Background: an optimization exercise with open tools, aiming at small area, a short achievable clock period and few clock cycles per item. Do not read the settings as production practice. In this exercise RTL edits were held to simulation tests only and were not proved equivalent to the original.

## booth_multiplier
module booth_multiplier #(
    parameter N = 32
) (
    input clk,
    input start,
    input signed [N-1:0] multiplicand,
    input signed [N-1:0] multiplier,
    output signed [2*N-1:0] product,
    output reg done
);
==> flow/config.mk <==
export PLATFORM = sky130hd
export DESIGN_NAME = booth_multiplier
export DESIGN_NICKNAME = booth_multiplier
export VERILOG_FILES = /design/flow/design.v
export SDC_FILE = /design/flow/constraint.sdc
export NUM_CORES = 4
export LEC_CHECK = 0
export ABC_AREA = 1
export CAP_MARGIN = 20
export CORE_MARGIN = 2
export CORE_UTILIZATION = 50
export SLEW_MARGIN = 20
export DONT_USE_CELLS += sky130_fd_sc_hd__clkdlybuf4s15_1 sky130_fd_sc_hd__clkdlybuf4s15_2 sky130_fd_sc_hd__clkdlybuf4s18_1 sky130_fd_sc_hd__clkdlybuf4s18_2 sky130_fd_sc_hd__clkdlybuf4s25_1 sky130_fd_sc_hd__clkdlybuf4s25_2 sky130_fd_sc_hd__clkdlybuf4s50_1 sky130_fd_sc_hd__clkdlybuf4s50_2 sky130_fd_sc_hd__dlygate4sd1_1 sky130_fd_sc_hd__dlygate4sd2_1 sky130_fd_sc_hd__dlygate4sd3_1 sky130_fd_sc_hd__dlymetal6s2s_1 sky130_fd_sc_hd__dlymetal6s4s_1 sky130_fd_sc_hd__dlymetal6s6s_1
==> flow/constraint.sdc <==
create_clock -name core_clock -period 4.5 [get_ports {clk}]
set_input_delay 0.9000 -clock core_clock [delete_from_list [all_inputs] [get_ports {clk}]]
set_output_delay 0.9000 -clock core_clock [all_outputs]
set_load 0.01 [all_outputs]
standard.sh (not shown) runs the stock make flow with config.mk's settings and CLKGATE_MAP_FILE= SYNTH_SCRIPT=/design/flow/synth_recipe.tcl, a recipe that flattens the netlist after the stock synthesis.
==> flow/flow/run.sh <==
#!/bin/bash
# Standard layout, except that the delay cells (clkdlybuf*, dlygate*, dlymetal*)
# may not be used after synthesis: the port buffers and repairs then use
# ordinary buffers.  Synthesis is the standard one.
set -e
cp standard.sh standard_sh.txt
bash standard.sh synth > run_synth.log 2>&1
cat >> config.mk <<'CFG'
export DONT_USE_CELLS += sky130_fd_sc_hd__clkdlybuf4s15_1 sky130_fd_sc_hd__clkdlybuf4s15_2 sky130_fd_sc_hd__clkdlybuf4s18_1 sky130_fd_sc_hd__clkdlybuf4s18_2 sky130_fd_sc_hd__clkdlybuf4s25_1 sky130_fd_sc_hd__clkdlybuf4s25_2 sky130_fd_sc_hd__clkdlybuf4s50_1 sky130_fd_sc_hd__clkdlybuf4s50_2 sky130_fd_sc_hd__dlygate4sd1_1 sky130_fd_sc_hd__dlygate4sd2_1 sky130_fd_sc_hd__dlygate4sd3_1 sky130_fd_sc_hd__dlymetal6s2s_1 sky130_fd_sc_hd__dlymetal6s4s_1 sky130_fd_sc_hd__dlymetal6s6s_1
CFG
bash standard.sh finish > run_finish.log 2>&1
Testbench counts at the start, summed over its fixed seeds: cycles 2,400, items 2,400.
Edit:
--- a/flow/config.mk
+++ b/flow/config.mk
@@ -7,6 +7,5 @@
 export LEC_CHECK = 0
-export ABC_AREA = 1
 export CAP_MARGIN = 20
 export CORE_MARGIN = 2
-export CORE_UTILIZATION = 50
+export CORE_UTILIZATION = 60
 export SLEW_MARGIN = 20
What happened: Now the flow ran to the end with violations: setup timing; routed wire length is higher by about 37%; via count goes up by about 50%; worst hold slack improved by 180 ps; setup slack degrades by 170 ps; synthesized cell count is higher by 31%.
Edit:
==> flow/run.sh (new file) <==
#!/bin/bash
# synth_recipe.tcl (not shown) runs the flow's synth.tcl, then flattens the netlist and writes it again
# the make line also repeats each setting of config.mk as NAME=value (left out here)
make -C /OpenROAD-flow-scripts/flow DESIGN_CONFIG=/design/flow/config.mk WORK_HOME=/design/flow/orfs CLKGATE_MAP_FILE= SYNTH_SCRIPT=/design/flow/synth_recipe.tcl finish
==> flow/config.mk (replaced) <==
export PLATFORM = sky130hd
export DESIGN_NAME = booth_multiplier
export DESIGN_NICKNAME = booth_multiplier
export VERILOG_FILES = /design/flow/design.v
export SDC_FILE = /design/flow/constraint.sdc
export NUM_CORES = 4
export LEC_CHECK = 0
export CAP_MARGIN = 20
export CORE_MARGIN = 2
export CORE_UTILIZATION = 60
export SLEW_MARGIN = 20
removed: flow/flow/run.sh
removed: flow/standard.sh
Result: The changed run completed and failed the layout checks on setup timing. Count of clock-buffer cells in the layout does not change. Wire length falls by 0.45%. Non-clock buffer count shrinks by 274. Worst setup slack is worse by 100 ps. Die area is unchanged. Worst hold slack is worse by 200 ps.

* * *

booth_multiplier, a different RTL version from the one above (not shown whole).
Size in the first run: about 3000 cells after synthesis, about 130 I/O pins, about 0.028 mm2 of cells after synthesis.
export LEC_CHECK = 0
export ABC_AREA = 1
export CAP_MARGIN = 20
export CORE_MARGIN = 2
export CORE_UTILIZATION = 60
export SETUP_SLACK_MARGIN = 0.3
export SLEW_MARGIN = 20
create_clock -name core_clock -period 4.5 [get_ports {clk}]
==> flow/flow/run.sh <==
#!/bin/bash
# Standard layout, except that the delay cells (clkdlybuf*, dlygate*, dlymetal*)
# may not be used after synthesis: the port buffers and repairs then use
# ordinary buffers.  Synthesis is the standard one.
set -e
cp standard.sh standard_sh.txt
bash standard.sh synth > run_synth.log 2>&1
cat >> config.mk <<'CFG'
export DONT_USE_CELLS += sky130_fd_sc_hd__clkdlybuf4s15_1 sky130_fd_sc_hd__clkdlybuf4s15_2 sky130_fd_sc_hd__clkdlybuf4s18_1 sky130_fd_sc_hd__clkdlybuf4s18_2 sky130_fd_sc_hd__clkdlybuf4s25_1 sky130_fd_sc_hd__clkdlybuf4s25_2 sky130_fd_sc_hd__clkdlybuf4s50_1 sky130_fd_sc_hd__clkdlybuf4s50_2 sky130_fd_sc_hd__dlygate4sd1_1 sky130_fd_sc_hd__dlygate4sd2_1 sky130_fd_sc_hd__dlygate4sd3_1 sky130_fd_sc_hd__dlymetal6s2s_1 sky130_fd_sc_hd__dlymetal6s4s_1 sky130_fd_sc_hd__dlymetal6s6s_1
CFG
bash standard.sh finish > run_finish.log 2>&1
The baseline passed the timing, design-rule and antenna checks.
Testbench counts at the start, summed over its fixed seeds: cycles 2,400, items 2,400.
Next try:
--- a/flow/config.mk
+++ b/flow/config.mk
@@ -11,2 +11,2 @@
-export CORE_UTILIZATION = 60
-export SETUP_SLACK_MARGIN = 0.3
+export CORE_UTILIZATION = 65
+export SETUP_SLACK_MARGIN = 0.4
Effect:
- via count came out higher by 2.8%
- cell area is higher by 2.8%
- first-iteration DRC count came out higher by 14%
- count of clock-buffer cells in the layout goes down by 2
- global-route usage climbs by 4.2 points
- core utilization rises by 8.1 points
- wire length came out higher by 3.4%
- final cell count decreases by 0.88%
Next try:
--- a/flow/config.mk
+++ b/flow/config.mk
@@ -12 +12 @@
-export SETUP_SLACK_MARGIN = 0.4
+export SETUP_SLACK_MARGIN = 0.2
=> Worst hold slack is worse by 0.021 ns. Wire length decreases by 7.3%. Via count decreases by 3.3%.
Next try:
--- a/flow/config.mk
+++ b/flow/config.mk
@@ -11,2 +11,2 @@
-export CORE_UTILIZATION = 65
-export SETUP_SLACK_MARGIN = 0.2
+export CORE_UTILIZATION = 60
+export SETUP_SLACK_MARGIN = 0.4
=>
- wire length went up by 8.9%
- core utilization went down by 0.99 points
- die area went up by 8.2%
- cell count went up by about 3.3%

* * *

== the baseline ==
Another version of the RTL of booth_multiplier (not shown whole).
Size in the first run: roughly 3700 cells after synthesis, ~180 flip-flops.
// booth_multiplier
module booth_multiplier #(
    parameter N = 32
) (
    input clk,
    input start,
    input signed [N-1:0] multiplicand,
    input signed [N-1:0] multiplier,
    output signed [2*N-1:0] product,
    output reg done
);
export LEC_CHECK = 0
export ABC_AREA = 1
export CAP_MARGIN = 20
export CORE_MARGIN = 2
export CORE_UTILIZATION = 50
export SETUP_SLACK_MARGIN = 0.4
export SLEW_MARGIN = 20
create_clock -name core_clock -period 4.5 [get_ports {clk}]
Scripts as last shown in full above: flow/flow/run.sh
The baseline: PASS, flow complete, no timing, DRC or antenna violations
Testbench counts of the baseline, summed over its fixed seeds: cycles 2,400, items 2,400.
### the baseline -> the candidate
==> flow/run.sh (new file) <==
#!/bin/bash
# synth_recipe.tcl (not shown) runs the flow's synth.tcl, then flattens the netlist and writes it again
# the make line also repeats each setting of config.mk as NAME=value (left out here)
make -C /OpenROAD-flow-scripts/flow DESIGN_CONFIG=/design/flow/config.mk WORK_HOME=/design/flow/orfs CLKGATE_MAP_FILE= SYNTH_SCRIPT=/design/flow/synth_recipe.tcl finish
==> flow/config.mk <==
export PLATFORM = sky130hd
export DESIGN_NAME = booth_multiplier
export DESIGN_NICKNAME = booth_multiplier
export VERILOG_FILES = /design/flow/design.v
export SDC_FILE = /design/flow/constraint.sdc
export NUM_CORES = 4
export LEC_CHECK = 0
export ABC_AREA = 1
export CAP_MARGIN = 20
export CORE_MARGIN = 2
export CORE_UTILIZATION = 50
export SETUP_SLACK_MARGIN = 0.4
export SLEW_MARGIN = 20
removed: flow/flow/run.sh
removed: flow/standard.sh
Findings:
Summary of the candidate over the baseline: cell count +138; total half-perimeter wirelength after legalization and detailed placement went up.

* * *

run 1:
booth_multiplier with an RTL version that a note above also has.
Size: roughly 3000 cells after synthesis, roughly 130 I/O pins, about 28000 um^2 of cells after synthesis.
==> flow/config.mk <==
export PLATFORM = sky130hd
export DESIGN_NAME = booth_multiplier
export DESIGN_NICKNAME = booth_multiplier
export VERILOG_FILES = /design/flow/design.v
export SDC_FILE = /design/flow/constraint.sdc
export NUM_CORES = 4
export LEC_CHECK = 0
export ABC_AREA = 1
export CAP_MARGIN = 20
export CORE_MARGIN = 2
export CORE_UTILIZATION = 60
export SETUP_SLACK_MARGIN = 0.2
export SLEW_MARGIN = 20
export DONT_USE_CELLS += sky130_fd_sc_hd__clkdlybuf4s15_1 sky130_fd_sc_hd__clkdlybuf4s15_2 sky130_fd_sc_hd__clkdlybuf4s18_1 sky130_fd_sc_hd__clkdlybuf4s18_2 sky130_fd_sc_hd__clkdlybuf4s25_1 sky130_fd_sc_hd__clkdlybuf4s25_2 sky130_fd_sc_hd__clkdlybuf4s50_1 sky130_fd_sc_hd__clkdlybuf4s50_2 sky130_fd_sc_hd__dlygate4sd1_1 sky130_fd_sc_hd__dlygate4sd2_1 sky130_fd_sc_hd__dlygate4sd3_1 sky130_fd_sc_hd__dlymetal6s2s_1 sky130_fd_sc_hd__dlymetal6s4s_1 sky130_fd_sc_hd__dlymetal6s6s_1
==> flow/constraint.sdc <==
create_clock -name core_clock -period 4.5 [get_ports {clk}]
set_input_delay 0.9000 -clock core_clock [delete_from_list [all_inputs] [get_ports {clk}]]
set_output_delay 0.9000 -clock core_clock [all_outputs]
set_load 0.01 [all_outputs]
==> flow/flow/run.sh <==
#!/bin/bash
# Standard layout, except that the delay cells (clkdlybuf*, dlygate*, dlymetal*)
# may not be used after synthesis: the port buffers and repairs then use
# ordinary buffers.  Synthesis is the standard one.
set -e
cp standard.sh standard_sh.txt
bash standard.sh synth > run_synth.log 2>&1
cat >> config.mk <<'CFG'
export DONT_USE_CELLS += sky130_fd_sc_hd__clkdlybuf4s15_1 sky130_fd_sc_hd__clkdlybuf4s15_2 sky130_fd_sc_hd__clkdlybuf4s18_1 sky130_fd_sc_hd__clkdlybuf4s18_2 sky130_fd_sc_hd__clkdlybuf4s25_1 sky130_fd_sc_hd__clkdlybuf4s25_2 sky130_fd_sc_hd__clkdlybuf4s50_1 sky130_fd_sc_hd__clkdlybuf4s50_2 sky130_fd_sc_hd__dlygate4sd1_1 sky130_fd_sc_hd__dlygate4sd2_1 sky130_fd_sc_hd__dlygate4sd3_1 sky130_fd_sc_hd__dlymetal6s2s_1 sky130_fd_sc_hd__dlymetal6s4s_1 sky130_fd_sc_hd__dlymetal6s6s_1
CFG
bash standard.sh finish > run_finish.log 2>&1
Testbench counts of run 1, summed over its fixed seeds: cycles 2,400, items 2,400.
#### Input delta (run 2 over run 1)
--- a/flow/config.mk
+++ b/flow/config.mk
@@ -12 +12,2 @@
-export SETUP_SLACK_MARGIN = 0.2
+export GPL_TIMING_DRIVEN = 0
+export SETUP_SLACK_MARGIN = 0.3
@@ -13,0 +15 @@
+export TNS_END_PERCENT = 20
Findings:
Taking run 1 as the reference, in run 2 count of routing violations after the opening detailed-route iteration has increased, clock buffer and inverter area fraction after layout climbed 0.18 points. Sort run 1 and run 2 by clock-buffer cell count, ascending, and run 2 comes first. Diff run 1 -> run 2: maximum frequency down 0.011 GHz, worst path buffer plus inverter count fell 1.
Here is what was changed in the inputs of run 3 compared with run 2.
--- a/flow/config.mk
+++ b/flow/config.mk
@@ -12,2 +12 @@
-export GPL_TIMING_DRIVEN = 0
-export SETUP_SLACK_MARGIN = 0.3
+export SETUP_SLACK_MARGIN = 0.1
@@ -15 +13,0 @@
-export TNS_END_PERCENT = 20
### Flow results
Signal arrival time at the worst endpoint was lower in run 3 than in run 2. NOTE: wire length per cell after detailed routing in run 3 falls short of that of run 2. Between run 2 and run 3, the flow reports post-route non-filler standard cell count increasing by a few percent. Sort run 2 and run 3 by post-route worst setup slack, ascending, and run 2 comes first.

-- what the ideal ports hide --
The flow's constraints put no driver on any port. The routed layouts listed below were extracted and timed again, unchanged, in two steps. Step 1 (the two cells are an assumption about what drives the block):
set clk [get_ports {clk}]
set_driving_cell -lib_cell sky130_fd_sc_hd__clkbuf_16 $clk
set_driving_cell -lib_cell sky130_fd_sc_hd__buf_2 [delete_from_list [all_inputs] $clk]
Step 2 times the ports against the registers' clock, not the clock port: input delays grow and output delays shrink by t, the midpoint of the rising clock arrivals with the driver on. Slacks: no drivers / after step 1 / after step 2; pairs: no drivers / after step 1.
| run | t, ns | setup slack, ns | hold slack, ns | worst setup path after step 2 | cell pins on the clock port's net |
|---|---|---|---|---|---|
| the first run of note 1 | 0.506 | 0.087 / 0.094 / -0.411 | 1.044 / 1.009 / 1.515 | input to register | 1 |
| the second run of note 1 | 0.509 | -0.084 / -0.136 / -0.512 | 1.219 / 1.196 / 1.523 | input to register | 1 |
| the third run of note 1 | 0.489 | -0.184 / -0.234 / -0.493 | 1.020 / 0.992 / 1.481 | input to register | 1 |
| the first run of note 2 | 0.559 | 0.290 / 0.227 / -0.218 | 0.903 / 0.861 / 1.420 | input to register | 1 |
| the second run of note 2 | 0.565 | 0.280 / 0.219 / -0.161 | 0.754 / 0.736 / 1.301 | input to register | 1 |
| the third run of note 2 | 0.564 | 0.220 / 0.234 / -0.307 | 0.732 / 0.691 / 1.255 | input to register | 1 |
| the fourth run of note 2 | 0.553 | 0.318 / 0.360 / -0.193 | 0.764 / 0.744 / 1.297 | input to register | 1 |
| the baseline | 0.528 | 0.316 / 0.352 / -0.175 | 0.865 / 0.818 / 1.346 | input to register | 1 |
| the candidate | 0.556 | 0.203 / 0.138 / -0.184 | 0.763 / 0.730 / 1.286 | input to register | 1 |
| run 1 | 0.563 | 0.268 / 0.219 / -0.269 | 0.952 / 0.912 / 1.475 | input to register | 1 |
| run 2 | 0.573 | 0.070 / -0.001 / -0.376 | 0.624 / 0.578 / 1.151 | input to register | 1 |
| run 3 | 0.564 | 0.235 / 0.171 / -0.294 | 1.054 / 1.015 / 1.493 | input to register | 1 |
Met with ideal ports but missed after step 2: setup timing in 10 of these runs. The setup slack of run 1, which loses most, moves by -0.049 ns with the drivers and by -0.537 ns with both steps.
